Context: an optimization exercise on an open-source flow, tuned for small area, a short achievable clock period and few clock cycles per item. The choices shown serve that exercise and are no tape-out recipe.
At most, simulation tests tie the RTL to the original design; equivalence was not proved.
The RTL of runs 2 to 6 was laid out without a check of its function.
Power figures rest on the tool's default switching activity, not on a simulated workload.

**flow/design.v**
```verilog
`timescale 1ns/10ps
module leading_ones
  #
  (
   parameter SELECTOR,
   parameter BITS      = 16
   )
  (
   input wire [BITS-1:0]         SW,
   output logic [$clog2(BITS):0] LED
   );
  generate
    if (SELECTOR == "UNIQUE_CASE") begin : g_UNIQUE_CASE
      always_comb begin
        LED           = '0;  
        unique case (1'b1)
          SW[15]:  LED  = 16;
          SW[14]:  LED  = 15;
          SW[13]:  LED  = 14;
          SW[12]:  LED  = 13;
          SW[11]:  LED  = 12;
          SW[10]:  LED  = 11;
          SW[9]:   LED  = 10;
          SW[8]:   LED  = 9;
          SW[7]:   LED  = 8;
          SW[6]:   LED  = 7;
          SW[5]:   LED  = 6;
          SW[4]:   LED  = 5;
          SW[3]:   LED  = 4;
          SW[2]:   LED  = 3;
          SW[1]:   LED  = 2;
          SW[0]:   LED  = 1;
        endcase
      end  
    end else if (SELECTOR == "CASE") begin : g_CASE  
      always_comb begin
        LED           = '0;  
        case (1'b1)
          SW[15]:  LED  = 16;
          SW[14]:  LED  = 15;
          SW[13]:  LED  = 14;
          SW[12]:  LED  = 13;
          SW[11]:  LED  = 12;
          SW[10]:  LED  = 11;
          SW[9]:   LED  = 10;
          SW[8]:   LED  = 9;
          SW[7]:   LED  = 8;
          SW[6]:   LED  = 7;
          SW[5]:   LED  = 6;
          SW[4]:   LED  = 5;
          SW[3]:   LED  = 4;
          SW[2]:   LED  = 3;
          SW[1]:   LED  = 2;
          SW[0]:   LED  = 1;
          default: LED  = 0;
        endcase
      end  
    end else if (SELECTOR == "DOWN_FOR") begin : g_UP_IF
      logic found;
      always_comb begin
        LED = '0;
        found = 1'b0;
        for (int i = $high(SW); i >= $low(SW); i--) begin
          if (SW[i] && !found) begin
            LED = i + 1;
            found = 1'b1;
          end
        end
      end
    end else if (SELECTOR == "UP_FOR") begin : g_DOWN_IF
      always_comb begin
        LED = '0;
        for (int i = $low(SW); i <= $high(SW); i++) begin
          if (SW[i]) begin
            LED = i + 1;
          end
        end
      end
    end
  endgenerate
endmodule
`timescale 1ns/10ps
module divider_nr
  #
  (
   parameter BITS      = 16
   )
  (
   input wire                       clk,
   input wire                       reset,
   input wire                       start,
   input wire unsigned [BITS-1:0]   dividend,
   input wire unsigned [BITS-1:0]   divisor,
   output logic                     done,
   output logic unsigned [BITS-1:0] quotient,
   output logic unsigned [BITS-1:0] remainder
   );
  localparam BC = $clog2(BITS);
  logic [BITS-1:0] rem_q;      
  logic [BITS-2:0] quo_q;      
  logic [BC-1:0]   idx_q;      
  logic            bit_q;      
  logic            busy_q;
  logic [BITS-1:0] div_q;      
  function automatic logic [3:0] msb_pos(input logic [15:0] x);
    logic [7:0] y8;
    logic [3:0] y4;
    logic [1:0] y2;
    msb_pos[3] = |x[15:8];
    y8         = msb_pos[3] ? x[15:8] : x[7:0];
    msb_pos[2] = |y8[7:4];
    y4         = msb_pos[2] ? y8[7:4] : y8[3:0];
    msb_pos[1] = |y4[3:2];
    y2         = msb_pos[1] ? y4[3:2] : y4[1:0];
    msb_pos[0] = y2[1];
  endfunction
  logic [3:0] pa, pb;
  logic [4:0] pdiff;
  logic       neg;
  logic [BC-1:0] sh;
  assign pa    = msb_pos(dividend);
  assign pb    = msb_pos(divisor);
  assign pdiff = {1'b0, pa} - {1'b0, pb};
  assign neg   = pdiff[4];
  assign sh    = neg ? '0 : pdiff[3:0];
  logic [BC-1:0] nidx;
  assign nidx = start ? sh : idx_q - 1'b1;
  logic [BITS:0]   trial;
  logic [BITS+1:0] diffr;
  logic            qbit;
  assign trial = {rem_q, bit_q};
  assign diffr = {1'b0, trial} - {2'b0, div_q};
  assign qbit  = ~diffr[BITS+1];
  assign done      = busy_q && (idx_q == '0);
  assign quotient  = {quo_q, qbit};
  assign remainder = qbit ? diffr[BITS-1:0] : trial[BITS-1:0];
  always_ff @(posedge clk) begin
    idx_q <= nidx;
    div_q <= divisor;
    bit_q <= dividend[nidx];
    if (start) begin
      busy_q <= 1'b1;
      rem_q  <= neg ? (dividend >> 1) : ((dividend >> 1) >> pdiff[3:0]);
      quo_q  <= '0;
    end else begin
      if (done) busy_q <= 1'b0;
      rem_q <= remainder;
      quo_q <= quotient[BITS-2:0];
    end
    if (reset) busy_q <= 1'b0;
  end
endmodule
```
**flow/standard.sh**
```bash
#!/bin/bash
# synth_recipe.tcl (not shown) runs the flow's synth.tcl, then flattens the netlist and writes it again
# the make line also repeats each setting of config.mk as NAME=value (left out here)
make -C /OpenROAD-flow-scripts/flow DESIGN_CONFIG=/design/flow/config.mk WORK_HOME=/design/flow/orfs CLKGATE_MAP_FILE= SYNTH_SCRIPT=/design/flow/synth_recipe.tcl "${@:-finish}"
```
**flow/flow/run.sh**
```bash
#!/bin/bash
cp standard.sh standard_sh.txt
export BUFFER_PORTS_ARGS="-buffer_cell sky130_fd_sc_hd__buf_1"
bash standard.sh > standard.log 2>&1
```
**flow/constraint.sdc**
```tcl
create_clock -name core_clock -period 5.0 [get_ports {clk}]
set_input_delay 1.0000 -clock core_clock [delete_from_list [all_inputs] [get_ports {clk}]]
set_output_delay 1.0000 -clock core_clock [all_outputs]
set_load 0.01 [all_outputs]
```
**flow/config.mk**
```make
export PLATFORM = sky130hd
export DESIGN_NAME = divider_nr
export DESIGN_NICKNAME = divider_nr
export VERILOG_FILES = /design/flow/design.v
export SDC_FILE = /design/flow/constraint.sdc
export NUM_CORES = 4
export LEC_CHECK = 0
export ABC_AREA = 1
export CAP_MARGIN = 20
export CORE_MARGIN = 2
export CORE_UTILIZATION = 60
export SETUP_SLACK_MARGIN = 1.0
export SLEW_MARGIN = 20
```
==> results of run 1 <==
==> state kept, by name, indices dropped and copies added, names as in the netlist <==
register,count
rem_q,16
busy_q,1
div_q,16
idx_q,4
quo_q,15
bit_q,1
==> per-stage QoR <==
step	cells	setup WS [ps]	util, %
6_report	722	1110	72.3
5_1_grt	722	932	72.3
4_1_cts	711	948	69.4
3_5_place_dp	703	566	67.6
3_3_place_gp	703	721	67.6
2_1_floorplan	574	1180	-
==> cell type report <==
cell class,instances,area (um2)
clock buffers,5,68.8
flip-flops and latches,53,1060
fillers,508,1670
inverters,89,344
multi-input cells,416,2390
repair buffers,81,375
well taps,75,93.8
clock inverters,3,26.3
==> cells in the mapped netlist, types with 5 or more instances <==
master | instances | area [um2]
o21ai_0 | 40 | 200
clkbuf_1 | 6 | 22.5
dfxtp_1 | 53 | 1060
nand3_1 | 28 | 140
ha_1 | 21 | 263
buf_2 | 5 | 25.0
nand2_1 | 126 | 473
xnor2_1 | 6 | 52.6
xor2_1 | 7 | 61.3
a31oi_1 | 6 | 37.5
nand4_1 | 8 | 50.1
o21ai_1 | 16 | 80.1
a21oi_1 | 39 | 195
nor2_1 | 62 | 233
inv_1 | 83 | 312
==> routing by layer <==
| layer | GRT usage (%) | part of all wire (%) |
|---|---|---|
| met4 | 8.06 | 2.9 |
| met5 | 0 | 0 |
| met3 | 8.01 | 8.1 |
| met1 | 39.0 | 43 |
| met2 | 48.2 | 46 |
==> timing repair <==
item	CTS	global route
gates cloned	0	1
pin swaps	0	15
buffers inserted	0	10
hold buffers	0	0
resized for setup	6	40
endpoints found under the setup margin	20	30
==> kinds of logic (layout without fill, tap and decap cells) <==
family	after synthesis	after routing
AND/OR/NAND/NOR	252	253
AO/OA/AOI/OAI	123	123
buffers and inverters	106	178
flip-flops	53	53
adder cells (fa/ha/maj)	23	23
XOR/XNOR	15	15
multiplexers	2	2
==> worst min-delay path: stages (launching register included) <==
cell,delay [ps]
dfxtp_1,320
inv_1,50
nor2_1,30
==> cell usage in the layout (no fill, tap or decap), drive strengths merged <==
cell type,instances
o21a,1
a22oi,4
buf,76
o211ai,3
o21bai,3
xnor2,7
clkbuf,10
nand4,8
nand3,31
nand3b,2
a21boi,3
dfxtp,53
mux2i,2
nor3,4
a31oi,7
nand2,134
xor2,8
a2111oi,1
inv,89
clkinv,1
nor4,1
nor2,70
clkinvlp,2
a21oi,42
o221ai,1
or2,3
o21ai,57
o31ai,1
fa,2
ha,21
==> power by group through the flow <==
| stage | clock (mW) | combinational (mW) | sequential [mW] |
|---|---|---|---|
| after global placement | 0 | 1.24 | 0.578 |
| after CTS | 0.257 | 1.27 | 0.571 |
| after global routing | 0.271 | 1.51 | 0.586 |
| final | 0.250 | 1.36 | 0.575 |
| after floorplan | 0 | 0.955 | 0.566 |
| after detailed placement | 0 | 1.26 | 0.581 |
==> worst max path at each step <==
stage / start / end / slack, ps / cells after the start
after global routing: dividend[12] / rem_q[0]$_DFF_P_ / 930 / 22
after CTS: bit_q$_DFF_P_ / remainder[12] / 950 / 11
after floorplan: dividend[15] / rem_q[5]$_DFF_P_ / 1180 / 22
after detailed placement: dividend[15] / rem_q[0]$_DFF_P_ / 570 / 21
final: dividend[13] / rem_q[2]$_DFF_P_ / 1110 / 23
after global placement: dividend[15] / rem_q[0]$_DFF_P_ / 720 / 21
==> results.yml, run 1 <==
run_status:
  outcome: "complete, no violations"
placed_design:
  routabilityCongestion: 0.985
  portBuffers: 67
  dp_hpwl_um: 8200
  place_area_um2: 4080
cells_and_area:
  fin_nets: 704
  syn_to_final_growth_pct: 14.9
  diodes: 0
  layout-drive-gt1-share_pct: 12.2
  final_area_um2: 4360
die:
  design.core.area_um2: 6030
  die_area_um2: 6970
  rows: 28
  ios: 68
  floorplan.initialDensity_pct: 62.9
  dieWidth_um: 83.5
  die_y_um: 83.5
timing:
  setup_tns_ps: 0
  fin_crit_ps: 3890
  finClkSkew_ps: 6.95
  hold_viol_final: 0
  finalMaxSlewViolations: 0
  slew_headroom_pct: 64.0
  period_share_pct: 77.8
  rsz0062_at_grt: "yes"
  setup_viol: 0
  fmax_ghz: 0.257
  hold_ws_ps: 425
  tightest_slew_ps: 535
critical_path:
  r2r_start: "rem_q[9]$_DFF_P_"
  slowest_delay_ps: 620
  path_max_fanout: 8
  critPathTopFamily: "compound AO/OA/AOI/OAI gates"
  path_cells: "clkbuf_2 > nor2_1 > nand2_1 > nor2_4 > inv_2 > o21ai_2 > o21ai_1 > nand2_1 > o21bai_1 > nand3_1 > a21oi_2 > ha_4 > inv_1 > fa_2 > buf_8 > buf_6 > nor2_1 > o21ai_0 > o21ai_0 > nand2_1 > nand4_1 > o21ai_0 > inv_1"
  crit_path_start_kind: "primary input"
  r2r_slack_ps: 2370
  worst_setup_path_end_kind: "flop"
  crit_slowest_cell: "fa_2"
  crit_type: "in -> reg"
  worst_r2r_path_depth: 8
  crit_arrival_ps: 4110
  cp_data_required_time_ps: 5210
  path_buf_inv: 6
  reg2reg_to: "rem_q[8]$_DFF_P_"
grt:
  grt_pass1_wl_um: 16800
  grt_overflow_total: 0
  first_global_vias: 3579
  grt_max_degree: 39
  grt_antenna_before_repair: 0
  track_usage_pct: 29.6
route:
  antenna_left: 0
  routed_via_density: 5.47
  wirelength_um: 10800
  via_count: 3950
  drtPass1Iterations: 6
  drt_iter0_markers: 337
  post-route-drc-count: 0
  wire_per_inst_um: 15.0
yosys:
  synth-edff-count: 0
  synth-async-reset-ratio_pct: 0
  ys_seq_area_share_pct: 28.0
  synthXorXnorAreaFrac_pct: 3.86
  synthCells: 574
  syn-num-nets: 632
  ys_warn_count: 1
  synth_top_family_by_area: "simple AND/OR/NAND/NOR gates"
  synth_cell_type_count: 48
  synth_simple_gate_area_share_pct: 29.8
  ys_ff_latch: 53
  synth_area_per_cell_um2: 6.61
  synth_flop_cell: "dfxtp_1"
  synth_area_um2: 3790
  synth-compound-area-share_pct: 18.6
  synthMuxAreaShare_pct: 0.528
  synth_adder_area_share_pct: 7.98
worst_hold_path:
  min_path_type: "reg -> reg"
  holdCritStartpoint: "quo_q[13]$_SDFF_PP0_"
  holdPathStages: 2
  hold_end: "quo_q[14]$_SDFF_PP0_"
power:
  p_per_area_nw_per_um2: 502
  intPower_mw: 1.11
  power.share.sequential_pct: 26.3
  p_clk_share_pct: 11.4
  power_frac_comb_pct: 62.3
  p_sw_mw: 1.07
  switching_share_pct: 49.1
  peakVddDrop_v: 0.000402
  p_leak_nw: 2.02
  total_power_mw: 2.19
clock_network:
  numCtsBuffers: 5
  cts_tree: "yes"
  root_buffer: "clkbuf_8"
  htree_levels: 2
  cts_sinks: 53
  clk_pin_slew_ps: 100
  clk_latency_ps: 310
  cts_max_path_buffers: 2
job:
  cap_violations: 0
Testbench counts, summed over its fixed seeds: cycles 5,943, items 1,600.
==> run 2: changes to the inputs <==
--- a/flow/design.v
+++ b/flow/design.v
@@ -124,4 +124,14 @@
   assign neg   = pdiff[4];
   assign sh    = neg ? '0 : pdiff[3:0];
+  logic [2:0]  lo;
+  logic [1:0]  hi;
+  logic [15:0] v;
+  logic [19:0] w;
+  logic [15:0] full;
+  assign lo   = {1'b0, pa[1:0]} - {1'b0, pb[1:0]};
+  assign hi   = pa[3:2] - pb[3:2];
+  assign v    = dividend >> lo[1:0];
+  assign w    = {v, 4'b0} >> {hi, 2'b0};
+  assign full = neg ? dividend : (lo[2] ? w[15:0] : w[19:4]);
   logic [BC-1:0] nidx;
   assign nidx = start ? sh : idx_q - 1'b1;
@@ -138,8 +148,8 @@
     idx_q <= nidx;
     div_q <= divisor;
-    bit_q <= dividend[nidx];
+    bit_q <= start ? full[0] : dividend[idx_q - 1'b1];
     if (start) begin
       busy_q <= 1'b1;
-      rem_q  <= neg ? (dividend >> 1) : ((dividend >> 1) >> pdiff[3:0]);
+      rem_q  <= {1'b0, full[15:1]};
       quo_q  <= '0;
     end else begin
==> flow/flow/run.sh (replaced) <==
#!/bin/bash
cp standard.sh standard_sh.txt
export BUFFER_PORTS_ARGS="-buffer_cell sky130_fd_sc_hd__buf_2"
bash standard.sh > standard.log 2>&1
==> run 2 against run 1 <==
Flip-flop and latch count unchanged; synthesized area rose by 17%; highest routed layer unchanged; final cell count rose by 27%; maximum frequency decreased by 0.18%; still clean on timing, DRC and antenna; largest power group unchanged; non-clock buffer count down 3; sequential power is 2% higher; critical endpoint unchanged; core utilization shrank 2.1 points; cell area up 16%.
==> results.yml, run 2 <==
run_status:
  outcome: "complete, no violations"
yosys:
  ys_ff_latch: 53
  synth_most_common_cell: "nand2_1"
  synth_top_area_share_pct: 23.9
  synth_top_family_by_area: "simple AND/OR/NAND/NOR gates"
  synth.area.top_cells: "dfxtp_1 24%, nand2_1 19%, nand3_1 12%"
  synthMuxAreaShare_pct: 0
  ys_warn_count: 1
  synth-compound-area-share_pct: 8.58
  synth_simple_gate_area_share_pct: 44.5
  synthXorXnorAreaFrac_pct: 2.74
  synth_flop_cell: "dfxtp_1"
  synthCells: 751
  synth-edff-count: 0
  synth_area_per_cell_um2: 5.90
  ys_seq_area_share_pct: 23.9
  synth_area_um2: 4430
  syn-num-nets: 811
  synth_cell_type_count: 33
  synth-async-reset-ratio_pct: 0
  synth_largest_area_cell: "dfxtp_1"
  synth_common_cells: "226 x nand2_1, 110 x inv_1, 109 x nand3_1, 74 x nor2_1, 53 x dfxtp_1"
  synth_adder_area_share_pct: 7.39
clock_network:
  root_buffer: "clkbuf_8"
  hold_buffers: 0
  clk_pin_slew_ps: 100
  clk_latency_ps: 300
  cts_tree: "yes"
  cts_max_path_buffers: 2
  htree_levels: 2
  cts_sinks: 53
  numCtsBuffers: 5
critical_path:
  path_max_fanout: 10
  r2r_slack_ps: 2750
  worst_setup_path_end_kind: "flop"
  crit_start: "divisor[10]"
  cp_data_required_time_ps: 5250
  crit_arrival_ps: 4150
  r2r_start: "idx_q[0]$_DFF_P_"
  crit_type: "in -> reg"
  crit_path_start_kind: "primary input"
grt:
  track_usage_pct: 33.6
  grt_overflow_total: 0
  first_global_vias: 4763
  grt_pass1_wl_um: 22400
  grt_antenna_before_repair: 0
  grt_max_degree: 28
die:
  design.core.area_um2: 7210
  rows: 31
  die_area_um2: 8090
  floorplan.initialDensity_pct: 61.5
  dieWidth_um: 90.0
  die_y_um: 90.0
  ios: 68
route:
  wire_per_inst_um: 14.9
  via_count: 5076
  drt-met1-wl_um: 5960
  wl_met3_um: 1240
  routed_via_density: 5.55
  post-route-drc-count: 0
  antenna_left: 0
  wirelength_um: 13700
  wl_met2_um: 6140
  drtPass1Iterations: 5
  highest_layer: "met4"
  drt_iter0_markers: 500
cells_and_area:
  ff_latch_area_um2: 1060
  top_regs: "div_q: 16 flops, rem_q: 16 flops, quo_q: 15 flops"
  layout_common_cells: "219 x nand2_1, 109 x inv_1, 103 x nand3_1"
  multi_input_area_um2: 2890
  final_common_cell: "nand2_1"
  diodes: 0
  final_area_um2: 5070
  fin_nets: 875
  syn_to_final_growth_pct: 14.2
  layout-drive-gt1-share_pct: 16.9
  nFillCells: 690
placed_design:
  portBuffers: 67
  routabilityCongestion: 0.997
  dp_hpwl_um: 10600
  place_area_um2: 4810
timing:
  fin_crit_ps: 3900
  tightest_slew_ps: 752
  rsz0062_at_grt: "no"
  slew_headroom_pct: 49.8
  finalMaxSlewViolations: 0
  fmax_ghz: 0.256
  hold_viol_final: 0
  period_share_pct: 78.0
  setup_viol: 0
  setup_tns_ps: 0
  finClkSkew_ps: 6.91
job:
  cap_violations: 0
power:
  peakVddDrop_v: 0.000166
  total_power_mw: 2.61
  p_leak_nw: 2.78
  p_per_area_nw_per_um2: 515
worst_hold_path:
  holdCritStartpoint: "quo_q[9]$_SDFF_PP0_"
  min_path_type: "reg -> reg"
-- run 2: cell type report --
class | count | share of cell area (%)
sequential | 53 | 20.9
clock buffer | 6 | 1.43
timing repair buffer | 78 | 8.74
inverter | 121 | 9.11
multi-input combinational | 556 | 57.0
clock inverter | 2 | 0.296
tap | 99 | 2.45
-- run 2: power by group --
| part | switching, mW | internal (mW) | total (mW) |
|---|---|---|---|
| combinational | 1.13 | 0.654 | 1.78 |
| clock | 0.143 | 0.0990 | 0.242 |
| sequential | 0.0647 | 0.520 | 0.585 |
-- run 2: path summary, 6_finish.rpt --
kind,end,cells past startpoint
max,rem_q[2]$_DFF_P_,23
min,quo_q[10]$_SDFF_PP0_,2
max reg2reg,bit_q$_DFF_P_,10
min reg2reg,quo_q[10]$_SDFF_PP0_,2
-- run 2: cells by family after synthesis --
logic type	Yosys count
AND/OR/NAND/NOR	449
buffers and inverters	142
AO/OA/AOI/OAI	69
flip-flops	53
adder cells (fa/ha/maj)	25
XOR/XNOR	13
-- run 2: repair_timing --
item                                    4_1_cts  5_1_grt
endpoints found under the hold margin         0        0
setup buffers                                 0        6
resized for setup                             0       32
endpoints found under the setup margin        0       18
-- run 2: metal layers --
metal	track usage, %	vias up
met4	12.1	0
met5	0	-
met2	54.0	249
met1	45.9	2296
li1	-	2499
met3	5.28	32
-- run 2: critical path, cell delays in order --
cell	delay (ps)
buf_2	110
nor2_1	50
nand2_1	120
nor2_4	70
nand2_1	70
nand2_2	70
nor2_1	190
nand2_1	120
nor2_1	190
nor2_1	80
nand2_1	90
ha_1	150
inv_2	50
fa_2	650
clkinv_4	130
clkbuf_4	210
nand3_1	130
nand3_1	120
nand2_1	130
nand2_1	60
a21oi_1	210
a21oi_2	90
nand2_1	70
-- run 2: metrics by stage --
| step | setup slack (ps) | util (%) | std cells | hold WS [ps] |
|---|---|---|---|---|
| finish | 1100 | 70.2 | 915 | 420 |
| global route | 894 | 70.2 | 915 | 445 |
| CTS | 1120 | 67.9 | 908 | 421 |
| detailed placement | 822 | 66.7 | 900 | 411 |
| global placement | 935 | 66.7 | 900 | 401 |
| floorplan | 1390 | - | 751 | 433 |
==> run 3: changes to the inputs <==
--- a/flow/config.mk
+++ b/flow/config.mk
@@ -10,4 +10,4 @@
 export CORE_MARGIN = 2
 export CORE_UTILIZATION = 60
-export SETUP_SLACK_MARGIN = 1.0
+export SETUP_SLACK_MARGIN = 1.2
 export SLEW_MARGIN = 20
==> run 3 against run 2 <==
Still clean; core utilization rose by 5.0 points; non-clock buffer count grew 7; final cell count grew 0.87%; clock skew grew 2.2 ps; maximum frequency is 2.5% higher; register-to-register slack better by 40 ps; critical path type unchanged; critical endpoint is now rem_q[9]$_DFF_P_; largest power group unchanged; highest routed layer unchanged.
==> results.yml, run 3 <==
run_status:
  outcome: "complete, no violations"
yosys:
  ys_warn_count: 1
  synthXorXnorAreaFrac_pct: 2.74
  synth_cell_type_count: 33
  synth_most_common_cell: "nand2_1"
  synth_common_cells: "226 x nand2_1, 110 x inv_1, 109 x nand3_1, 74 x nor2_1, 53 x dfxtp_1"
  synth_largest_area_cell: "dfxtp_1"
  ys_seq_area_share_pct: 23.9
  synth_flop_cell: "dfxtp_1"
  ys_ff_latch: 53
  synthCells: 751
  synth_adder_area_share_pct: 7.39
  synth-edff-count: 0
  synth_area_um2: 4430
  synth_top_family_by_area: "simple AND/OR/NAND/NOR gates"
  synth-async-reset-ratio_pct: 0
  syn-num-nets: 811
  synthMuxAreaShare_pct: 0
  synth-compound-area-share_pct: 8.58
  synth_simple_gate_area_share_pct: 44.5
  synth.area.top_cells: "dfxtp_1 24%, nand2_1 19%, nand3_1 12%"
  synth_area_per_cell_um2: 5.90
  synth_top_area_share_pct: 23.9
critical_path:
  crit_type: "in -> reg"
  cp_data_required_time_ps: 5210
  worst_setup_path_end_kind: "flop"
  r2r_slack_ps: 2790
  crit_arrival_ps: 4010
  r2r_start: "idx_q[0]$_DFF_P_"
  reg2reg_to: "bit_q$_DFF_P_"
  worst_r2r_path_depth: 10
  crit_path_start_kind: "primary input"
  path_max_fanout: 8
power:
  power.share.sequential_pct: 21.9
  intPower_mw: 1.30
  p_clk_share_pct: 9.2
  p_sw_mw: 1.37
  p_leak_nw: 2.88
  total_power_mw: 2.67
  switching_share_pct: 51.2
  p_per_area_nw_per_um2: 492
  peakVddDrop_v: 0.000165
  power_frac_comb_pct: 68.9
clock_network:
  cts_tree: "yes"
  htree_levels: 2
  hold_buffers: 0
  clk_pin_slew_ps: 100
  numCtsBuffers: 5
  root_buffer: "clkbuf_8"
  cts_max_path_buffers: 2
  clk_latency_ps: 300
  cts_sinks: 53
cells_and_area:
  layout-drive-gt1-share_pct: 24.6
  diodes: 0
  syn_to_final_growth_pct: 22.4
  final_common_cell: "nand2_1"
  fin_nets: 883
  top_regs: "div_q: 16 flops, rem_q: 16 flops, quo_q: 15 flops"
  layout_common_cells: "195 x nand2_1, 105 x inv_1, 92 x nand3_1"
placed_design:
  dp_hpwl_um: 10600
  routabilityCongestion: 0.997
  portBuffers: 67
grt:
  track_usage_pct: 33.6
  grt_overflow_total: 0
  grt_max_degree: 28
  first_global_vias: 4757
  grt_antenna_before_repair: 0
  grt_pass1_wl_um: 22400
route:
  post-route-drc-count: 0
  routed_via_density: 5.64
  via_count: 5205
  drt_iter0_markers: 521
  drtPass1Iterations: 6
  antenna_left: 0
  wirelength_um: 14400
  wire_per_inst_um: 15.6
timing:
  finalMaxSlewViolations: 0
  fmax_ghz: 0.263
  period_share_pct: 76.1
  tightest_slew_ps: 750
  slew_headroom_pct: 49.9
  setup_viol: 0
  setup_tns_ps: 0
  finClkSkew_ps: 9.16
  fin_crit_ps: 3800
  rsz0062_at_grt: "yes"
  hold_viol_final: 0
die:
  ios: 68
  die_y_um: 90.0
  die_area_um2: 8090
  rows: 31
  design.core.area_um2: 7210
  dieWidth_um: 90.0
  floorplan.initialDensity_pct: 61.5
worst_hold_path:
  holdPathStages: 2
  holdCritStartpoint: "quo_q[9]$_SDFF_PP0_"
  min_path_type: "reg -> reg"
  hold_end: "quo_q[10]$_SDFF_PP0_"
job:
  cap_violations: 0
run 3: cell types whose count changed in the layout (fill, tap and decap cells not counted), sizes merged:
| cell | change |
|---|---|
| buf | +8 |
| clkbuf | -1 |
| clkinv | +1 |
run 3: worst max path at each step:
stage	startpoint	end	slack [ps]
2_1_floorplan	divisor[12]	rem_q[2]$_DFF_P_	1390
3_3_place_gp	divisor[14]	rem_q[11]$_DFF_P_	940
3_5_place_dp	dividend[15]	rem_q[11]$_DFF_P_	820
4_1_cts	divisor[14]	rem_q[2]$_DFF_P_	1210
5_1_grt	divisor[14]	rem_q[12]$_DFF_P_	1040
6_report	divisor[10]	rem_q[9]$_DFF_P_	1200
run 3: logic make-up after synthesis:
logic type | count (synthesis)
and+or+nand+nor | 449
buffers and inverters | 142
AOI/OAI and AO/OA | 69
DFF | 53
adders and majority gates | 25
xor gates and xnor gates | 13
run 3: through the flow:
stage	setup WS, ps	area (um2)	util (%)	instances	hold slack, ps
5_1_grt	1040	5430	75.2	923	445
6_report	1200	5430	75.2	923	415
3_5_place_dp	822	4810	66.7	900	411
4_1_cts	1210	4900	67.9	908	421
3_3_place_gp	935	4810	66.7	900	401
2_1_floorplan	1390	4430	-	751	433
run 3: layout make-up:
cell class	count	area, um2
inverter	121	462
clock buffer	6	72.6
fill	609	1790
timing repair inverter	1	5.00
timing repair buffer	85	579
sequential	53	1060
clock inverter	2	15.0
tap	99	124
multi-input combinational	556	3110
run 3: power by group through the flow:
stage	Clock, mW	Combinational [mW]	Sequential, mW
floorplan	0	1.27	0.572
global placement	0	1.67	0.587
detailed placement	0	1.71	0.591
CTS	0.247	1.72	0.582
global route	0.266	2.04	0.595
finish	0.246	1.84	0.585
run 3: metal layers:
layer / vias to the layer above / wire length, um / track usage, %
li1: 2520 / - / -
met1: 2360 / 6050 / 45.9
met2: 279 / 6510 / 54.2
met3: 46 / 1390 / 5.20
met4: 0 / 457 / 11.8
met5: - / 0 / 0
run 3: what timing repair did:
action	in CTS	in global routing
cloned	0	2
setup buffers	0	13
pin swaps	0	43
setup endpoints to repair	7	19
gates resized for setup	1	131
run 3: critical path, stage by stage:
cell	delay, ps
buf_2	120
nor2_2	50
nand2_2	80
nor2_4	60
nand2_1	80
nand2_2	70
nor2_2	160
nand2_1	100
nor2_1	210
nor2_1	80
nand2_1	90
ha_2	180
inv_2	50
fa_2	690
clkinv_4	120
buf_6	150
nand2_1	100
nand2_1	70
nand3_1	170
a21oi_1	100
a21oi_1	190
nand2_1	80
==> run 4: changes to the inputs <==
--- a/flow/design.v
+++ b/flow/design.v
@@ -124,32 +124,43 @@
   assign neg   = pdiff[4];
   assign sh    = neg ? '0 : pdiff[3:0];
-  logic [2:0]  lo;
-  logic [1:0]  hi;
-  logic [15:0] v;
-  logic [19:0] w;
-  logic [15:0] full;
-  assign lo   = {1'b0, pa[1:0]} - {1'b0, pb[1:0]};
-  assign hi   = pa[3:2] - pb[3:2];
-  assign v    = dividend >> lo[1:0];
-  assign w    = {v, 4'b0} >> {hi, 2'b0};
-  assign full = neg ? dividend : (lo[2] ? w[15:0] : w[19:4]);
   logic [BC-1:0] nidx;
   assign nidx = start ? sh : idx_q - 1'b1;
-  logic [BITS:0]   trial;
-  logic [BITS+1:0] diffr;
+  logic [BITS:0]   trial, sg, sp, sh1, cy;
+  logic [BITS-1:0] diffr;
   logic            qbit;
   assign trial = {rem_q, bit_q};
-  assign diffr = {1'b0, trial} - {2'b0, div_q};
-  assign qbit  = ~diffr[BITS+1];
+  always_comb begin
+    logic [BITS:0] g, p;
+    for (int i = 0; i <= BITS; i++) begin
+      logic nb;
+      nb     = (i < BITS) ? ~div_q[i] : 1'b1;
+      g[i]   = trial[i] & nb;
+      p[i]   = trial[i] | nb;
+      sh1[i] = trial[i] ^ nb;
+    end
+    g[0] = g[0] | p[0];
+    for (int d = 1; d <= BITS; d = d * 2)
+      for (int i = BITS; i >= d; i--) begin
+        g[i] = g[i] | (p[i] & g[i-d]);
+        p[i] = p[i] & p[i-d];
+      end
+    sg = g;
+    sp = p;
+    cy = {g[BITS-1:0], 1'b1};
+  end
+  assign qbit = sg[BITS];
+  for (genvar i = 0; i < BITS; i++) begin : g_diff
+    assign diffr[i] = sh1[i] ^ cy[i];
+  end
   assign done      = busy_q && (idx_q == '0);
   assign quotient  = {quo_q, qbit};
-  assign remainder = qbit ? diffr[BITS-1:0] : trial[BITS-1:0];
+  assign remainder = qbit ? diffr : trial[BITS-1:0];
   always_ff @(posedge clk) begin
     idx_q <= nidx;
     div_q <= divisor;
-    bit_q <= start ? full[0] : dividend[idx_q - 1'b1];
+    bit_q <= dividend[nidx];
     if (start) begin
       busy_q <= 1'b1;
-      rem_q  <= {1'b0, full[15:1]};
+      rem_q  <= neg ? (dividend >> 1) : ((dividend >> 1) >> pdiff[3:0]);
       quo_q  <= '0;
     end else begin
--- a/flow/config.mk
+++ b/flow/config.mk
@@ -10,4 +10,4 @@
 export CORE_MARGIN = 2
 export CORE_UTILIZATION = 60
-export SETUP_SLACK_MARGIN = 1.2
+export SETUP_SLACK_MARGIN = 1.0
 export SLEW_MARGIN = 20
==> run 4 against run 3 <==
Critical path type unchanged; setup slack improved by 27 ps; still clean on timing, DRC and antenna; clock skew grew 6.6 ps; synthesized cell count is 18% lower; routed wire length fell by 28%; maximum frequency up 0.71%; critical endpoint is now rem_q[6]$_DFF_P_; total power is 19% lower; count of clock-buffer cells in the layout is 1 lower; core utilization down 5.0 points; flip-flop and latch count stayed put; clock power hardly changed; sequential share of layout area up 2.8 points; synthesized area shrank 5.9%.
==> results.yml, run 4 <==
run_status:
  outcome: "complete, no violations"
clock_network:
  htree_levels: 2
  root_buffer: "clkbuf_8"
  cts_sinks: 53
  clk_latency_ps: 300
  hold_buffers: 0
  numCtsBuffers: 5
  clk_pin_slew_ps: 110
  cts_tree: "yes"
  cts_max_path_buffers: 2
power:
  p_leak_nw: 2.43
  peakVddDrop_v: 0.000168
  total_power_mw: 2.16
  p_per_area_nw_per_um2: 456
route:
  drtPass1Iterations: 5
  via_count: 4044
  drt_iter0_markers: 122
  post-route-drc-count: 0
  antenna_left: 0
  wirelength_um: 10300
  routed_via_density: 5.31
  wire_per_inst_um: 13.6
yosys:
  ys_ff_latch: 53
  synth_top_area_share_pct: 25.4
  synth.area.top_cells: "dfxtp_1 25%, ha_1 11%, nand2_1 10%"
  synth_cell_type_count: 48
  ys_warn_count: 1
  synth_largest_area_cell: "dfxtp_1"
  synth_most_common_cell: "nand2_1"
  synth_flop_cell: "dfxtp_1"
  ys_seq_area_share_pct: 25.4
  synth-async-reset-ratio_pct: 0
  synth_area_per_cell_um2: 6.80
  synth_area_um2: 4170
  synthCells: 614
  synth_common_cells: "111 x nand2_1, 105 x inv_1, 58 x nor2_1, 53 x dfxtp_1, 51 x o21ai_0"
  synth-edff-count: 0
  syn-num-nets: 687
die:
  die_y_um: 87.4
  design.core.area_um2: 6760
  rows: 30
  die_area_um2: 7640
  dieWidth_um: 87.4
  floorplan.initialDensity_pct: 61.8
  ios: 68
placed_design:
  portBuffers: 67
  pre_cts_ws_ps: 430
  dp_hpwl_um: 8250
  routabilityCongestion: 1.00
timing:
  finClkSkew_ps: 15.7
  hold_ws_ps: 422
  hold_viol_final: 0
  tightest_slew_ps: 471
  setup_tns_ps: 0
  slew_headroom_pct: 68.6
  fmax_ghz: 0.265
  worst_slack_ps: 1220
  setup_viol: 0
  period_share_pct: 75.5
  rsz0062_at_grt: "no"
  fin_crit_ps: 3780
  finalMaxSlewViolations: 0
grt:
  grt_antenna_before_repair: 0
  first_global_vias: 3667
  grt_max_degree: 33
  grt_pass1_wl_um: 16700
  track_usage_pct: 27.7
  grt_overflow_total: 0
cells_and_area:
  final_common_cell: "nand2_1"
  syn_to_final_growth_pct: 13.7
  top_regs: "div_q: 16 flops, rem_q: 16 flops, quo_q: 15 flops"
  diodes: 0
  layout-drive-gt1-share_pct: 22.0
  layout_common_cells: "110 x nand2_1, 105 x inv_1, 67 x buf_2"
  final_util_pct: 70.2
  fin_nets: 754
  nFillCells: 630
  multi_input_area_um2: 2640
  ff_latch_area_um2: 1060
critical_path:
  crit_type: "in -> reg"
  cp_data_required_time_ps: 5210
  path_max_fanout: 13
  worst_r2r_path_depth: 16
  worst_setup_path_end_kind: "flop"
  crit_arrival_ps: 3990
  crit_path_start_kind: "primary input"
worst_hold_path:
  min_path_type: "reg -> reg"
  holdPathStages: 2
job:
  cap_violations: 0
[run 4: final timing paths]
path	start	to	slack [ps]
worst max register to register	rem_q[0]$_DFF_P_	rem_q[13]$_DFF_P_	2470
worst min register to register	quo_q[0]$_SDFF_PP0_	quo_q[1]$_SDFF_PP0_	420
worst min-delay path	quo_q[0]$_SDFF_PP0_	quo_q[1]$_SDFF_PP0_	420
worst max-delay path	divisor[10]	rem_q[6]$_DFF_P_	1220
[run 4: logic make-up (layout without fill, tap and decap cells)]
family | after synthesis | after routing | share of synthesized area (%)
buffers and inverters | 132 | 198 | 12.7
flip-flops | 53 | 53 | 25.4
adder cells (fa/ha/maj) | 38 | 38 | 11.8
XOR/XNOR | 14 | 14 | 3.39
AND/OR/NAND/NOR | 246 | 247 | 28.4
AO/OA/AOI/OAI | 131 | 132 | 18.4
[run 4: what timing repair did]
item,in CTS,in global routing
setup endpoints to repair,18,22
pin swaps,1,6
resized for setup,5,13
gates cloned,0,2
hold endpoints to repair,0,0
setup buffers,4,5
[run 4: area by class of cell]
type	count	area share [%]
multi-input combinational	431	55.6
sequential	53	22.4
timing repair buffer	78	9.04
inverter	112	8.91
tap	80	2.11
clock buffer	5	1.45
clock inverter	3	0.554
[run 4: stage by stage]
stage | cell area [um2] | cells
after floorplan | 4170 | 614
after global placement | 4510 | 742
after detailed placement | 4510 | 742
after CTS | 4640 | 754
after global routing | 4750 | 762
final | 4750 | 762
[run 4: worst max-delay path, stage by stage]
cell	delay (ps)
buf_2	110
nor2_1	130
nand2_2	120
nor2_8	180
nand2_2	60
nand2_2	120
nand3_4	110
o21a_1	180
o21bai_1	140
ha_2	200
inv_1	60
fa_2	600
inv_1	150
o21ai_0	340
nand2_1	100
nand3_1	120
o21ai_2	70
a21oi_2	140
o21ai_2	50
[run 4: power by group]
group	internal, mW	leakage [nW]	switching [mW]	total, mW
clock	0.102	0.0423	0.143	0.245
sequential	0.513	0.441	0.0492	0.562
combinational	0.533	1.95	0.822	1.36
total	1.15	2.43	1.01	2.16
[run 4: metal layers]
metal	routed length (um)	vias to the layer above	track usage, %
met5	0	-	0
met4	533	0	14.1
met3	543	38	3.03
met2	4880	141	47.5
met1	4370	1792	33.9
li1	-	2073	-
==> run 5: changes to the inputs <==
--- a/flow/design.v
+++ b/flow/design.v
@@ -99,6 +99,6 @@
   logic [BITS-1:0] rem_q;      
   logic [BITS-2:0] quo_q;      
-  logic [BC-1:0]   idx_q;      
-  logic            bit_q;      
+  logic [BC-1:0]   cnt_q;      
+  logic [1:0]      bits_q;     
   logic            busy_q;
   logic [BITS-1:0] div_q;      
@@ -115,57 +115,60 @@
     msb_pos[0] = y2[1];
   endfunction
-  logic [3:0] pa, pb;
-  logic [4:0] pdiff;
-  logic       neg;
-  logic [BC-1:0] sh;
+  logic [3:0]    pa, pb;
+  logic [4:0]    pdiff;
+  logic [BC-1:0] m;
   assign pa    = msb_pos(dividend);
   assign pb    = msb_pos(divisor);
   assign pdiff = {1'b0, pa} - {1'b0, pb};
-  assign neg   = pdiff[4];
-  assign sh    = neg ? '0 : pdiff[3:0];
-  logic [BC-1:0] nidx;
-  assign nidx = start ? sh : idx_q - 1'b1;
-  logic [BITS:0]   trial, sg, sp, sh1, cy;
-  logic [BITS-1:0] diffr;
-  logic            qbit;
-  assign trial = {rem_q, bit_q};
+  assign m     = pdiff[4] ? '0 : 4'({1'b0, pdiff[3:0]} + 5'd1 >> 1);
+  logic [2*(BITS/2+1)-1:0] pairs;
+  logic [BC-1:0]           psel;
+  assign pairs = {1'b0, dividend, 1'b0};
+  assign psel  = start ? m : cnt_q - 1'b1;
+  localparam W = BITS + 3;
+  logic [W-1:0] t, b1, b2, d1, d2, d3, cs_s, cs_c;
+  assign t  = {3'b0, rem_q, bits_q};
+  assign b1 = {3'b0, div_q};
+  assign b2 = {2'b0, div_q, 1'b0};
+  assign d1 = t - b1;
+  assign d2 = t - b2;
+  assign cs_s = t ^ ~b1 ^ ~b2;
+  assign cs_c = {((t & ~b1) | (t & ~b2) | (~b1 & ~b2)), 1'b0};
+  assign d3 = cs_s + cs_c + 2'd2;
+  logic [1:0]      q4;
+  logic [BITS-1:0] r4;
   always_comb begin
-    logic [BITS:0] g, p;
-    for (int i = 0; i <= BITS; i++) begin
-      logic nb;
-      nb     = (i < BITS) ? ~div_q[i] : 1'b1;
-      g[i]   = trial[i] & nb;
-      p[i]   = trial[i] | nb;
-      sh1[i] = trial[i] ^ nb;
+    if (!d3[W-1]) begin
+      q4 = 2'd3;
+      r4 = d3[BITS-1:0];
+    end else if (!d2[W-1]) begin
+      q4 = 2'd2;
+      r4 = d2[BITS-1:0];
+    end else if (!d1[W-1]) begin
+      q4 = 2'd1;
+      r4 = d1[BITS-1:0];
+    end else begin
+      q4 = 2'd0;
+      r4 = t[BITS-1:0];
     end
-    g[0] = g[0] | p[0];
-    for (int d = 1; d <= BITS; d = d * 2)
-      for (int i = BITS; i >= d; i--) begin
-        g[i] = g[i] | (p[i] & g[i-d]);
-        p[i] = p[i] & p[i-d];
-      end
-    sg = g;
-    sp = p;
-    cy = {g[BITS-1:0], 1'b1};
   end
-  assign qbit = sg[BITS];
-  for (genvar i = 0; i < BITS; i++) begin : g_diff
-    assign diffr[i] = sh1[i] ^ cy[i];
-  end
-  assign done      = busy_q && (idx_q == '0);
-  assign quotient  = {quo_q, qbit};
-  assign remainder = qbit ? diffr : trial[BITS-1:0];
+  logic q2;
+  assign q2 = ~d2[W-1];
+  assign done      = busy_q && (cnt_q == '0);
+  assign quotient  = {quo_q, q2};
+  assign remainder = q2 ? d2[BITS:1] : t[BITS:1];
   always_ff @(posedge clk) begin
-    idx_q <= nidx;
-    div_q <= divisor;
-    bit_q <= dividend[nidx];
+    div_q  <= divisor;
+    bits_q <= pairs[2*psel +: 2];
     if (start) begin
       busy_q <= 1'b1;
-      rem_q  <= neg ? (dividend >> 1) : ((dividend >> 1) >> pdiff[3:0]);
+      cnt_q  <= m;
+      rem_q  <= (dividend >> 1) >> {m, 1'b0};
       quo_q  <= '0;
     end else begin
+      if (busy_q) cnt_q <= cnt_q - 1'b1;
       if (done) busy_q <= 1'b0;
-      rem_q <= remainder;
-      quo_q <= quotient[BITS-2:0];
+      rem_q <= r4;
+      quo_q <= {quo_q[BITS-4:0], q4};
     end
     if (reset) busy_q <= 1'b0;
==> run 5 against run 4 <==
Critical path depth down 5; maximum frequency down 1.5%; setup slack worse by 59 ps; highest routed layer unchanged; flip-flop and latch count increased by 1; core utilization rose by 0.087 points; first-iteration DRC count grew to 3.3 times the previous value; clock power rose by 12%.
==> results.yml, run 5 <==
cells_and_area:
  multi_input_area_um2: 4530
  layout_common_cells: "207 x nand2_1, 108 x inv_1, 72 x a21oi_1"
  diodes: 0
  top_regs: "div_q: 16 flops, rem_q: 16 flops, quo_q: 15 flops"
  final_common_cell: "nand2_1"
  nFillCells: 868
  ff_latch_area_um2: 1130
  final_util_pct: 70.3
  syn_to_final_growth_pct: 14.0
  layout-drive-gt1-share_pct: 17.4
  fin_nets: 1083
power:
  peakVddDrop_v: 0.000462
  total_power_mw: 4.64
  intPower_mw: 2.12
  power_frac_comb_pct: 78.7
  p_clk_share_pct: 5.9
  p_sw_mw: 2.52
  p_leak_nw: 3.56
  switching_share_pct: 54.3
  p_per_area_nw_per_um2: 676
  power.share.sequential_pct: 15.3
critical_path:
  worst_setup_path_end_kind: "output pin"
  path_max_fanout: 4
  cp_data_required_time_ps: 4000
  crit_path_start_kind: "flop"
  r2r_slack_ps: 1220
  crit_type: "reg -> out"
  crit_arrival_ps: 2840
yosys:
  synth_most_common_cell: "nand2_1"
  synth-async-reset-ratio_pct: 0
  syn-num-nets: 1007
  ys_ff_latch: 54
  synth_largest_area_cell: "dfxtp_1"
  synth_common_cells: "213 x nand2_1, 109 x inv_1, 73 x a21oi_1, 72 x ha_1, 67 x nand3_1"
  synth_area_um2: 6030
  synth_cell_type_count: 48
  synth-edff-count: 4
  synth.area.top_cells: "dfxtp_1 17%, ha_1 15%, nand2_1 13%"
  synth_flop_cell: "dfxtp_1"
  synth_top_area_share_pct: 16.6
  synthCells: 881
  ys_seq_area_share_pct: 18.6
  synth_area_per_cell_um2: 6.84
  ys_warn_count: 1
die:
  rows: 36
  floorplan.initialDensity_pct: 61.7
  die_y_um: 104
  dieWidth_um: 104
  design.core.area_um2: 9770
  die_area_um2: 10900
  ios: 68
placed_design:
  dp_hpwl_um: 13600
  portBuffers: 67
  routabilityCongestion: 0.969
clock_network:
  clk_pin_slew_ps: 100
  cts_max_path_buffers: 2
  numCtsBuffers: 5
  clk_latency_ps: 310
  cts_tree: "yes"
  root_buffer: "clkbuf_8"
  cts_sinks: 54
  htree_levels: 2
  hold_buffers: 0
timing:
  fmax_ghz: 0.261
  fin_crit_ps: 3840
  period_share_pct: 76.7
  slew_headroom_pct: 51.5
  rsz0062_at_grt: "no"
  finalMaxSlewViolations: 0
  setup_viol: 0
  setup_tns_ps: 0
  hold_viol_final: 0
  finClkSkew_ps: 10.9
  tightest_slew_ps: 728
route:
  drt-met1-wl_um: 7560
  routed_via_density: 5.62
  drt_iter0_markers: 408
  via_count: 6128
  wire_per_inst_um: 15.4
  wirelength_um: 16800
  drtPass1Iterations: 6
  highest_layer: "met4"
  antenna_left: 0
  wl_met2_um: 7820
  post-route-drc-count: 0
  wl_met3_um: 1010
grt:
  grt_pass1_wl_um: 26700
  grt_overflow_total: 0
  track_usage_pct: 30.0
  grt_max_degree: 37
  grt_antenna_before_repair: 0
  first_global_vias: 5565
worst_hold_path:
  min_path_type: "reg -> reg"
job:
  cap_violations: 0
run_status:
  outcome: "complete, no violations"
## run 5: changes by cell type in the layout (fill, tap and decap cells not counted), moves of 6 or more
cell,change
fa_1,+17
xor2_1,+16
a21oi_1,+44
nand3_1,+29
o21ai_1,-6
o211ai_1,+10
ha_1,+32
nor2_1,-8
o21ai_0,+8
nand2_1,+97
buf_4,+6
## run 5: cells by family (layout without fill, tap and decap cells)
logic type | count (synthesis) | after routing | synth area share (%)
AND/OR/NAND/NOR | 379 | 383 | 28.5
AO/OA/AOI/OAI | 188 | 188 | 17.9
buffers and inverters | 137 | 210 | 9.13
adder cells (fa/ha/maj) | 91 | 91 | 21.3
flip-flops | 54 | 54 | 18.6
XOR/XNOR | 32 | 32 | 4.65
## run 5: area by class of cell
cell class | count | area share [%]
multi-input cells | 694 | 65.9
flip-flops and latches | 54 | 16.4
inverters | 118 | 6.90
repair buffers | 84 | 6.84
well taps | 133 | 2.42
clock buffers | 6 | 1.37
clock inverters | 2 | 0.200
## run 5: metrics by stage
step	worst slack (ps)	cells	area [um2]	hold slack (ps)
2_1_floorplan	1170	881	6030	447
3_3_place_gp	794	1064	6440	401
3_5_place_dp	684	1064	6440	410
4_1_cts	981	1073	6570	425
5_1_grt	975	1091	6870	441
6_report	1160	1091	6870	421
## run 5: what timing repair did
item                                    in CTS  in global routing
endpoints found under the setup margin       8                 23
gates resized for setup                      8                 38
cloned                                       0                  4
pin swaps                                    2                 10
setup buffers                                1                 14
## run 5: routing by layer
| metal | up-vias | track usage, % |
|---|---|---|
| li1 | 3084 | - |
| met4 | 0 | 6.95 |
| met1 | 2786 | 40.9 |
| met3 | 29 | 3.63 |
| met2 | 229 | 50.8 |
| met5 | - | 0 |
## run 5: final timing paths
kind,startpoint,to,depth (start not counted)
worst max-delay path,div_q[2]$_DFF_P_,remainder[11],14
worst min-delay path,quo_q[12]$_SDFF_PP0_,quo_q[14]$_SDFF_PP0_,2
worst max register to register,div_q[1]$_DFF_P_,rem_q[0]$_DFF_P_,20
worst min register to register,quo_q[12]$_SDFF_PP0_,quo_q[14]$_SDFF_PP0_,2
## run 5: power by group through the flow
stage	Sequential [mW]	Clock [mW]	Combinational (mW)
final	0.712	0.275	3.66
after CTS	0.701	0.280	3.43
after detailed placement	0.710	0	3.38
after floorplan	0.658	0	2.57
after global routing	0.727	0.297	4.07
after global placement	0.704	0	3.30
## run 5: critical path, stage by stage, from the launching register on
cell and delay (ps):
dfxtp_1 420, inv_2 100, ha_1 330, inv_1 90
o31a_1 320, o21ai_1 280, a21oi_1 190, o21bai_2 210
nand3_1 120, nand2_1 80, nand2_1 40, nand2_1 50
nand2_1 70, o21ai_0 80, buf_2 150
==> run 6: changes to the inputs <==
--- a/flow/design.v
+++ b/flow/design.v
@@ -103,4 +103,5 @@
   logic            busy_q;
   logic [BITS-1:0] div_q;      
+  logic [BITS+1:0] div3_q;     
   function automatic logic [3:0] msb_pos(input logic [15:0] x);
     logic [7:0] y8;
@@ -127,5 +128,5 @@
   assign psel  = start ? m : cnt_q - 1'b1;
   localparam W = BITS + 3;
-  logic [W-1:0] t, b1, b2, d1, d2, d3, cs_s, cs_c;
+  logic [W-1:0] t, b1, b2, d1, d2, d3;
   assign t  = {3'b0, rem_q, bits_q};
   assign b1 = {3'b0, div_q};
@@ -133,7 +134,5 @@
   assign d1 = t - b1;
   assign d2 = t - b2;
-  assign cs_s = t ^ ~b1 ^ ~b2;
-  assign cs_c = {((t & ~b1) | (t & ~b2) | (~b1 & ~b2)), 1'b0};
-  assign d3 = cs_s + cs_c + 2'd2;
+  assign d3 = t - {1'b0, div3_q};
   logic [1:0]      q4;
   logic [BITS-1:0] r4;
@@ -160,4 +159,5 @@
   always_ff @(posedge clk) begin
     div_q  <= divisor;
+    div3_q <= {2'b0, divisor} + {1'b0, divisor, 1'b0};
     bits_q <= pairs[2*psel +: 2];
     if (start) begin
==> run 6 against run 5 <==
Combinational power is 13% lower; cell area is 12% higher; first-iteration DRC count is 3.7% higher; final cell count is 13% higher; highest routed layer unchanged.
==> results.yml, run 6 <==
yosys:
  synth_common_cells: "230 x nand2_1, 144 x inv_1, 97 x a21oi_1, 76 x ha_1, 69 x o21ai_0"
  synth_flop_cell: "dfxtp_1"
  synth_area_per_cell_um2: 6.69
  synth_cell_type_count: 48
  synthCells: 1009
  synth.area.top_cells: "dfxtp_1 20%, ha_1 14%, nand2_1 13%"
  ys_seq_area_share_pct: 21.6
  ys_ff_latch: 71
  synth-async-reset-ratio_pct: 0
  ys_warn_count: 1
  synth_top_area_share_pct: 19.9
  synth_largest_area_cell: "dfxtp_1"
  synth_most_common_cell: "nand2_1"
  synth-edff-count: 4
  synth_area_um2: 6750
  syn-num-nets: 1125
timing:
  slew_headroom_pct: 56.3
  hold_ws_ps: 419
  hold_viol_final: 0
  fmax_ghz: 0.256
  rsz0062_at_grt: "yes"
  period_share_pct: 78.3
  finClkSkew_ps: 13.3
  fin_crit_ps: 3910
  setup_viol: 0
  tightest_slew_ps: 654
  setup_tns_ps: 0
  finalMaxSlewViolations: 0
critical_path:
  path_depth: 26
  r2r_slack_ps: 1730
  slowest_delay_ps: 560
  reg2reg_to: "rem_q[11]$_DFF_P_"
  worst_r2r_path_depth: 8
  cp_data_required_time_ps: 5240
  path_buf_inv: 8
  crit_start: "divisor[15]"
  crit_arrival_ps: 4150
  critPathTopFamily: "adder cells"
  crit_top_cell: "nand2_2"
  path_max_fanout: 7
  crit_type: "in -> reg"
  crit_slowest_cell: "fa_2"
  r2r_start: "rem_q[11]$_DFF_P_"
  worstSetupEndpoint: "rem_q[5]$_DFF_P_"
  crit_path_start_kind: "primary input"
  worst_setup_path_end_kind: "flop"
route:
  post-route-drc-count: 0
  drt_iter0_markers: 423
  via_count: 6851
  routed_via_density: 5.55
  wire_per_inst_um: 15.3
  drtPass1Iterations: 5
  wirelength_um: 18900
  antenna_left: 0
clock_network:
  hold_buffers: 0
  root_buffer: "clkbuf_8"
  clk_latency_ps: 350
  cts_max_path_buffers: 2
  numCtsBuffers: 9
  cts_tree: "yes"
  cts_sinks: 71
  htree_levels: 3
  clk_pin_slew_ps: 90
cells_and_area:
  layout-drive-gt1-share_pct: 16.9
  ff_latch_area_um2: 1470
  top_register: "div3_q"
  diodes: 0
  final_cells: 1234
  layout_common_cells: "225 x nand2_1, 137 x inv_1, 95 x a21oi_1"
  multi_input_area_um2: 4800
  top_regs: "div3_q: 18 flops, rem_q: 16 flops"
  nFillCells: 1008
  syn_to_final_growth_pct: 14.2
  largest_reg_flops: 18
  final_common_cell: "nand2_1"
  fin_nets: 1205
placed_design:
  dp_hpwl_um: 15100
  dp_cells: 1203
  portBuffers: 67
  routabilityCongestion: 0.931
die:
  design.core.area_um2: 10900
  floorplan.initialDensity_pct: 62.0
  ios: 68
  die_y_um: 110
  dieWidth_um: 110
  rows: 38
  die_area_um2: 12100
worst_hold_path:
  min_path_type: "reg -> reg"
  holdCritStartpoint: "quo_q[9]$_SDFF_PP0_"
grt:
  grt_max_degree: 28
  track_usage_pct: 31.7
  globalRouteMet1Util_pct: 40.2
  first_global_vias: 6386
  grt_antenna_before_repair: 0
  grt_overflow_total: 0
  grt.busiest_layer: "met2"
  grt_pass1_wl_um: 29900
  met3_usage_pct: 3.70
  grt_use_met2_pct: 54.9
power:
  p_per_area_nw_per_um2: 584
  p_leak_nw: 4.07
  peakVddDrop_v: 0.000559
  total_power_mw: 4.51
run_status:
  outcome: "complete, no violations"
job:
  cap_violations: 0
## run 6: cell count changes in the layout (fill, tap and decap cells not counted), moves of 12 or more
cell     delta
nand2_1    +18
inv_1      +29
o21ai_0    +12
dfxtp_1    +18
fa_1       -14
a21oi_1    +23
## run 6: power breakdown
group | switching [mW] | internal (mW)
registers | 0.143 | 0.708
clock network | 0.228 | 0.246
logic | 1.98 | 1.20
## run 6: cells by family (layout without fill, tap and decap cells)
logic type                 Yosys count  after routing  synth area share, %
and+or+nand+nor                    410            412                 27.6
xor gates and xnor gates            49             49                 6.36
DFF                                 71             71                 21.6
buffers and inverters              171            254                 10.0
adders and majority gates           81             81                 15.6
AOI/OAI and AO/OA                  227            227                 18.8
## run 6: worst min path at each step
stage | to | slack [ps] | depth (start not counted)
after floorplan | quo_q[10]$_SDFF_PP0_ | 450 | 2
after global placement | quo_q[11]$_SDFF_PP0_ | 400 | 2
after detailed placement | quo_q[11]$_SDFF_PP0_ | 410 | 2
after CTS | quo_q[10]$_SDFF_PP0_ | 420 | 2
after global routing | quo_q[11]$_SDFF_PP0_ | 430 | 2
final | quo_q[11]$_SDFF_PP0_ | 420 | 2
## run 6: metrics by stage
stage,setup slack [ps],util [%],cell area (um2)
final,1090,70.8,7710
after global routing,927,70.8,7710
after CTS,915,68.4,7450
after detailed placement,515,66.1,7200
after global placement,640,66.1,7200
after floorplan,1150,-,6750
## run 6: layer usage
layer / routed length (um) / vias to the layer above
met3: 876 / 43
met5: 0 / -
li1: - / 3504
met1: 8410 / 3109
met4: 691 / 0
met2: 8930 / 195
## run 6: timing repair
item,in CTS,in global routing
resized for setup,10,51
cloned,1,2
setup endpoints to repair,26,27
setup buffers,1,11
pin swaps,4,16
## run 6: final cells by class
type                            instances  share of cell area [%]
Inverter                              153                    7.61
Timing Repair inverter                  1                  0.0812
Clock buffer                           10                    1.79
Tap cell                              140                    2.27
Multi-Input combinational cell        769                    62.2
Clock inverter                          6                   0.876
Sequential cell                        71                    19.0
Timing Repair Buffer                   84                    6.15
## run 6: tightest hold or removal path: cells and delay by family, from the launching register on
family / cells / cell delay, ps
DFF: 1 / 310
buffers and inverters: 1 / 40
and+or+nand+nor: 1 / 30

## afterwards: timing with drivers on the ports
In the flow no input, the clock included, has a driving cell. The finished layouts below were timed again as built, in two steps. Step 1, drivers: a clkbuf_16 drives clk and a buf_2 each remaining input, both assumed. Step 2 times the ports against the registers' clock, not the clock port: input delays grow and output delays shrink by t, the midpoint of the rising clock arrivals with the driver on. Slacks: ideal / step 1 / step 2; pairs: ideal / step 1.
run	t, ns	setup slack, ns	hold WS [ns]	latest minus earliest clock arrival (ns)	worst register clock-pin slew, ns
run 1	0.336	1.108 / 1.114 / 0.779	0.425 / 0.425 / 0.425	0.007 / 0.007	0.10 / 0.10
run 2	0.334	1.101 / 1.110 / 0.777	0.420 / 0.420 / 0.420	0.008 / 0.007	0.10 / 0.10
run 3	0.335	1.196 / 1.200 / 0.865	0.415 / 0.415 / 0.415	0.009 / 0.009	0.10 / 0.10
run 4	0.325	1.223 / 1.208 / 0.910	0.422 / 0.422 / 0.422	0.016 / 0.016	0.11 / 0.11
run 5	0.339	1.164 / 1.130 / 0.886	0.421 / 0.421 / 0.421	0.011 / 0.011	0.10 / 0.10
run 6	0.376	1.086 / 1.090 / 0.715	0.419 / 0.419 / 0.419	0.014 / 0.013	0.09 / 0.09
After both steps setup and hold are still met in every run listed. For run 6, which loses most, drivers alone change the setup slack by +0.004 ns; drivers and shift together by -0.371 ns.
